Source: an optimization exercise on an open RTL-to-GDS flow (aim: small area and a short achievable clock period). Production flows keep margins and buffers that such runs may drop.
Only simulation tests tie the RTL to the original design; equivalence was not proved.
Power figures rest on the tool's default switching activity, not on a simulated workload.

// pwl
module pwl(
  input signed [13:0] x,
  input signed [13:0] x0,
  input signed [13:0] x1,
  input signed [13:0] x2,
  input signed [13:0] x3,
  input signed [13:0] x4,
  input signed [13:0] x5,
  input signed [13:0] x6,
  input signed [13:0] x7,
  input signed [13:0] x8,
  input signed [13:0] k0,
  input signed [13:0] k1,
  input signed [13:0] k2,
  input signed [13:0] k3,
  input signed [13:0] k4,
  input signed [13:0] k5,
  input signed [13:0] k6,
  input signed [13:0] k7,
  input signed [13:0] k8,
  input signed [13:0] k9,
  input signed [13:0] b0,
  input signed [13:0] b1,
  input signed [13:0] b2,
  input signed [13:0] b3,
  input signed [13:0] b4,
  input signed [13:0] b5,
  input signed [13:0] b6,
  input signed [13:0] b7,
  input signed [13:0] b8,
  input signed [13:0] b9,
  input clk,
  output reg signed [27:0] out
);
wire [8:0] ge;
wire [13:0] nx = ~x;
pwl_ge14 u_ge0(.nx(nx), .b(x0), .y(ge[0]));
pwl_ge14 u_ge1(.nx(nx), .b(x1), .y(ge[1]));
pwl_ge14 u_ge2(.nx(nx), .b(x2), .y(ge[2]));
pwl_ge14 u_ge3(.nx(nx), .b(x3), .y(ge[3]));
pwl_ge14 u_ge4(.nx(nx), .b(x4), .y(ge[4]));
pwl_ge14 u_ge5(.nx(nx), .b(x5), .y(ge[5]));
pwl_ge14 u_ge6(.nx(nx), .b(x6), .y(ge[6]));
pwl_ge14 u_ge7(.nx(nx), .b(x7), .y(ge[7]));
  ...
Size in the first run: ~970 cells after synthesis, roughly 450 I/O pins.
Settings: LEC_CHECK=0, CAP_MARGIN=20, CORE_MARGIN=2, CORE_UTILIZATION=40, CTS_BUF_LIST=sky130_fd_sc_hd__clkbuf_4 sky130_fd_sc_hd__clkbuf_8, SETUP_SLACK_MARGIN=5, SLEW_MARGIN=20, SYNTH_HIERARCHICAL=1, BUFFER_PORTS_ARGS=-buffer_cell sky130_fd_sc_hd__buf_1, REMOVE_ABC_BUFFERS=1, CTS_ARGS=-sink_clustering_enable -repair_clock_nets -dont_use_dummy_load -sink_clustering_size 30 -buf_list "sky130_fd_sc_hd__clkbuf_4 sky130_fd_sc_hd__clkbuf_8", PRE_FLOORPLAN_TCL=/design/flow/flow/downsize.tcl; clock period 9.0 ns.
standard.sh (not shown) runs the stock make flow with config.mk's settings and CLKGATE_MAP_FILE= SYNTH_SCRIPT=/design/flow/synth_recipe.tcl, a recipe that flattens the netlist after the stock synthesis.
==> flow/flow/run.sh <==
#!/bin/bash
# Standard ORFS layout (the standard.sh) with these changes:
#  - port buffers use sky130_fd_sc_hd__buf_1 instead of the resizer's default choice;
#  - buffers left by synthesis are removed at floorplan (repair_design re-buffers as needed);
#  - before floorplan every combinational cell is swapped for the smallest-area cell of the
#    same function (flow/downsize.tcl); later timing/design repair upsizes where needed;
#  - clock tree synthesis adds no dummy loads and clusters up to 30 sinks per buffer.
set -euo pipefail
here=$(pwd)
cat >> config.mk <<EOC
export BUFFER_PORTS_ARGS = -buffer_cell sky130_fd_sc_hd__buf_1
export REMOVE_ABC_BUFFERS = 1
export CTS_ARGS = -sink_clustering_enable -repair_clock_nets -dont_use_dummy_load -sink_clustering_size 30 -buf_list "sky130_fd_sc_hd__clkbuf_4 sky130_fd_sc_hd__clkbuf_8"
export PRE_FLOORPLAN_TCL = $here/flow/downsize.tcl
EOC
bash standard.sh > standard_flow.log 2>&1
==> flow/flow/downsize.tcl <==
# Replace each combinational cell with the smallest-area cell of the same function
# (same name stem, other drive strength). Registers, adders and tie cells are kept.
set n 0
set saved 0.0
foreach inst [get_cells *] {
  set cell [get_lib_cells -of_objects $inst]
  set ref [get_name $cell]
  if {![regexp {^(sky130_fd_sc_hd__[a-z0-9]+)_([0-9]+)$} $ref -> stem drive]} { continue }
  if {[regexp {__(df|dl|sdf|edf|fa|ha|conb|tap|clk|fill|decap|diode)} $stem]} { continue }
  set best $ref
  set best_area [get_property $cell area]
  foreach cand [get_lib_cells ${stem}_*] {
    set cname [get_name $cand]
    if {![regexp "^${stem}_\[0-9\]+\$" $cname]} { continue }
    set a [get_property $cand area]
    if {$a < $best_area - 1e-6} { set best $cname; set best_area $a }
  }
  if {$best ne $ref} {
    set saved [expr {$saved + [get_property $cell area] - $best_area}]
    replace_cell $inst $best
    incr n
  }
}
puts "downsize: replaced $n cells, saved [format %.1f $saved] um2"
The starting point produced a clean layout.
==> next run, changes <==
--- a/flow/flow/run.sh
+++ b/flow/flow/run.sh
@@ -7 +7 @@
-#  - clock tree synthesis adds no dummy loads and clusters up to 30 sinks per buffer.
+#  - clock tree synthesis adds no dummy loads.
@@ -13 +13 @@
-export CTS_ARGS = -sink_clustering_enable -repair_clock_nets -dont_use_dummy_load -sink_clustering_size 30 -buf_list "sky130_fd_sc_hd__clkbuf_4 sky130_fd_sc_hd__clkbuf_8"
+export CTS_ARGS = -sink_clustering_enable -repair_clock_nets -dont_use_dummy_load -buf_list "sky130_fd_sc_hd__clkbuf_4 sky130_fd_sc_hd__clkbuf_8"
CORE_UTILIZATION = 55   (was 40)
CTS_ARGS = -sink_clustering_enable -repair_clock_nets -dont_use_dummy_load -buf_list "sky130_fd_sc_hd__clkbuf_4 sky130_fd_sc_hd__clkbuf_8"   (was -sink_clustering_enable -repair_clock_nets -dont_use_dummy_load -sink_clustering_size 30 -buf_list "sky130_fd_sc_hd__clkbuf_4 sky130_fd_sc_hd__clkbuf_8")
PLACE_DENSITY = 0.7   (was default)
Outcome: The changed run completed with no timing, DRC or antenna violations; global-route usage climbs by 20 points; first-iteration DRC count grows by well over a third; setup slack loses 0.23 ns; total power increases by roughly a tenth; worst hold slack is about the same; final area came out higher by a few percent; utilization increases by 23 points.

==> afterwards: timing with drivers on the ports <==
No port has a modelled driver above. Below, the same layouts with a new extraction and two added sets of constraints.
Step 1, drivers: a clkbuf_16 drives clk and a buf_2 each remaining input, both assumed.
Step 2 adds t to the input delays and takes it off the output delays; t is the mean of the earliest and latest rising clock arrival at the registers after step 1. Input paths then give back, and output paths get back, about the clock's delay inside the block.
Three values: ideal ports, drivers, drivers and shift; two values: the first two.
run	t, ns	setup WS [ns]	worst setup path at the end
the first run	0.477	4.941 / 4.957 / 4.480	input to register
the second run	0.489	4.713 / 4.689 / 4.200	input to register
After both steps every run listed still meets setup and hold. The setup slack of the second run, which loses most, moves by -0.024 ns with the drivers and by -0.513 ns with both steps.
